Source: an optimization exercise on an open RTL-to-GDS flow (aim: small area, a short achievable clock period and few clock cycles per item). Production flows keep margins and buffers that such runs may drop.
RTL that was checked went through simulation tests only; none was proved equivalent to the original.

## mult
module mult(
  input  reset,
  input  clk,
  input  [31:0] a_in,
  input  [31:0] b_in,
  input  start,
  output logic [63:0] product,
  output logic done);
For scale: ~1800 cells after synthesis.
Settings: LEC_CHECK=0, CAP_MARGIN=20, CORE_MARGIN=2, CORE_UTILIZATION=60, GPL_TIMING_DRIVEN=0, PLACE_DENSITY=0.75, SETUP_SLACK_MARGIN=0.1, SLEW_MARGIN=20, SYNTH_HIERARCHICAL=1; clock period 3.5 ns.
standard.sh (not shown) runs the stock make flow with config.mk's settings and CLKGATE_MAP_FILE= SYNTH_SCRIPT=/design/flow/synth_recipe.tcl, a recipe that flattens the netlist after the stock synthesis.
==> flow/flow/run.sh <==
#!/bin/bash
set -euo pipefail
export BUFFER_PORTS_ARGS="-buffer_cell sky130_fd_sc_hd__buf_2"
bash standard.sh > standard_flow.log 2>&1
The starting point finished with timing, DRC and antenna clean.
Testbench counts at the start, summed over its fixed seeds: cycles 9,600, items 2,400.
Change:
--- a/flow/design.v
+++ b/flow/design.v
@@ -6,18 +6,21 @@
   mult_ao u_a2 (.s(s), .x(b2), .e(e2), .y(two));
   mult_ao u_a3 (.s(s), .x(x2), .e(en), .y(neg));
 endmodule
 module mult_enc(input x2, input x1, input x0, output one, output two);
   logic t;
   mult_x2 u_one (.a(x1), .b(x0), .y(one));
   mult_xn2 u_t (.a(x2), .b(x1), .y(t));
   mult_nor2 u_two (.a(one), .b(t), .y(two));
 endmodule
+module mult_and2(input a, input b, output y);
+  assign y = a & b;
+endmodule
 module mult_xn2(input a, input b, output y);
   assign y = ~(a ^ b);
 endmodule
 module mult_nor2(input a, input b, output y);
   assign y = ~(a | b);
 endmodule
 module mult_ao(input s, input x, input e, output y);
   assign y = e | (s & x);
 endmodule
@@ -171,19 +174,21 @@
   assign pp4[16:0]  = (({a_in[16:0]} & {17{one4[0]}}) | ({a_in[15:0], 1'b0} & {17{two4[0]}})) ^ {17{neg4[0]}};
   assign pp4[32:17] = (({1'b0, a_in[31:17]} & {16{one4[1]}}) | ({a_in[31:16]} & {16{two4[1]}})) ^ {16{neg4[1]}};
   assign pp5[16:0]  = (({a_in[16:0]} & {17{one5[0]}}) | ({a_in[15:0], 1'b0} & {17{two5[0]}})) ^ {17{neg5[0]}};
   assign pp5[32:17] = (({1'b0, a_in[31:17]} & {16{one5[1]}}) | ({a_in[31:16]} & {16{two5[1]}})) ^ {16{neg5[1]}};
   logic [63:0] sh_s, sh_c, init_s;
   assign sh_s = {s_reg[51:0], 12'b0};
   assign sh_c = {c_reg[51:0], 12'b0};
   assign init_s = 64'h0000005555555600;
   logic [63:0] c_init;
-  assign c_init = {24'b0, a_in & {32{b_in[31]}}, 8'b0};
+  logic b31s;
+  mult_and2 u_b31 (.a(start), .b(b_in[31]), .y(b31s));
+  assign c_init = {24'b0, a_in & {32{b31s}}, 8'b0};
   assign accs = start ? init_s : sh_s;
   assign accc = start ? c_init : sh_c;
   logic t1, t2;
   logic t3, t4;
   logic t5, t6;
   logic t7, t8;
   logic t9, t10;
   logic t11, t12;
   logic t13, t14;
After rerunning: Maximum frequency goes down by about 2.1%. Routed wire length decreases by about 0.66%. Count of clock-buffer cells in the layout came out lower by 2. Global-route usage is lower by 0.40 points. Sequential cell count is unchanged. Die area is about the same. Worst hold slack gets worse by 0.0044 ns. Utilization came out lower by 0.22 points.
Only the layout flow was run in the second run of this note; the RTL was not checked for function there.

--- another note on this design; it stands on its own ---

## mult
module mult(
  input  reset,
  input  clk,
  input  [31:0] a_in,
  input  [31:0] b_in,
  input  start,
  output logic [63:0] product,
  output logic done);
Settings: LEC_CHECK=0, CAP_MARGIN=20, CORE_MARGIN=2, CORE_UTILIZATION=60, CTS_BUF_LIST=sky130_fd_sc_hd__clkbuf_8, GPL_TIMING_DRIVEN=0, PLACE_DENSITY=0.75, SETUP_SLACK_MARGIN=0.05, SLEW_MARGIN=20, SYNTH_HIERARCHICAL=1; clock period 3.5 ns.
standard.sh (not shown) runs the stock make flow with config.mk's settings and CLKGATE_MAP_FILE= SYNTH_SCRIPT=/design/flow/synth_recipe.tcl, a recipe that flattens the netlist after the stock synthesis.
==> flow/flow/run.sh <==
#!/bin/bash
set -euo pipefail
export BUFFER_PORTS_ARGS="-buffer_cell sky130_fd_sc_hd__buf_2"
bash standard.sh > standard_flow.log 2>&1
Testbench counts at the start, summed over its fixed seeds: cycles 9,600, items 2,400.
Change:
Settings changed: CTS_BUF_LIST sky130_fd_sc_hd__clkbuf_8 to default.
Effect: Maximum frequency climbs slightly; register-to-register slack improved by 60 ps; via count barely changes; cell area hardly moves.

mult, a different RTL version from the one above (not shown whole).
Size in the first run: roughly 1800 cells after synthesis, ~130 I/O pins, about 17000 um^2 of cells after synthesis.
==> flow/config.mk <==
export PLATFORM = sky130hd
export DESIGN_NAME = mult
export DESIGN_NICKNAME = mult
export VERILOG_FILES = /design/flow/design.v
export SDC_FILE = /design/flow/constraint.sdc
export NUM_CORES = 4
export LEC_CHECK = 0
export CAP_MARGIN = 20
export CORE_MARGIN = 2
export CORE_UTILIZATION = 60
export GPL_TIMING_DRIVEN = 0
export PLACE_DENSITY = 0.75
export SETUP_SLACK_MARGIN = 0.05
export SLEW_MARGIN = 20
export SYNTH_HIERARCHICAL = 1
==> flow/constraint.sdc <==
create_clock -name core_clock -period 3.5 [get_ports {clk}]
set_input_delay 0.7000 -clock core_clock [delete_from_list [all_inputs] [get_ports {clk}]]
set_output_delay 0.7000 -clock core_clock [all_outputs]
set_load 0.01 [all_outputs]
Scripts as last shown in full above: flow/flow/run.sh
Testbench counts at the start, summed over its fixed seeds: cycles 9,600, items 2,400.
Edit:
Settings changed: SETUP_SLACK_MARGIN 0.05 to 0.15.
Result: Clock skew went up by 0.0054 ns. Area after synthesis is unchanged. Wire length rose slightly. Setup slack degrades by 0.014 ns. Cell area grows slightly. Via count rose slightly. Count of clock-buffer cells in the layout shrinks by 2.

-- port drivers added, routing unchanged --
In the flow no input, the clock included, has a driving cell. The finished layouts below were timed again as built, in two steps.
Step 1: set_driving_cell puts a clkbuf_16 on clk and a buf_2 on each other input, an assumption about the parent block.
Step 2 adds t to the input delays and takes it off the output delays; t is the mean of the earliest and latest rising clock arrival at the registers after step 1. Input paths then give back, and output paths get back, about the clock's delay inside the block.
Three values: no drivers, after step 1, after step 2; two values: the first two.
| run | t (ns) | slack for setup (ns) | hold WS [ns] |
|---|---|---|---|
| the first run of note 1 | 0.480 | 0.134 / 0.084 / -0.303 | 0.042 / 0.011 / 0.425 |
| the second run of note 1 | 0.486 | 0.061 / 0.011 / -0.338 | 0.037 / 0.009 / 0.425 |
| the first run of note 2 | 0.522 | 0.053 / 0.003 / -0.403 | 0.305 / 0.276 / 0.441 |
| the second run of note 2 | 0.496 | 0.086 / 0.031 / -0.316 | 0.029 / -0.006 / 0.441 |
| the first run of note 3 | 0.489 | 0.053 / 0.004 / -0.384 | 0.047 / 0.018 / 0.445 |
| the second run of note 3 | 0.495 | 0.039 / -0.015 / -0.288 | 0.043 / 0.011 / 0.430 |
With both steps, setup timing fails in every run listed, where it was met with ideal ports. For the first run of note 2, which loses most, drivers alone change the setup slack by -0.050 ns; drivers and shift together by -0.456 ns.
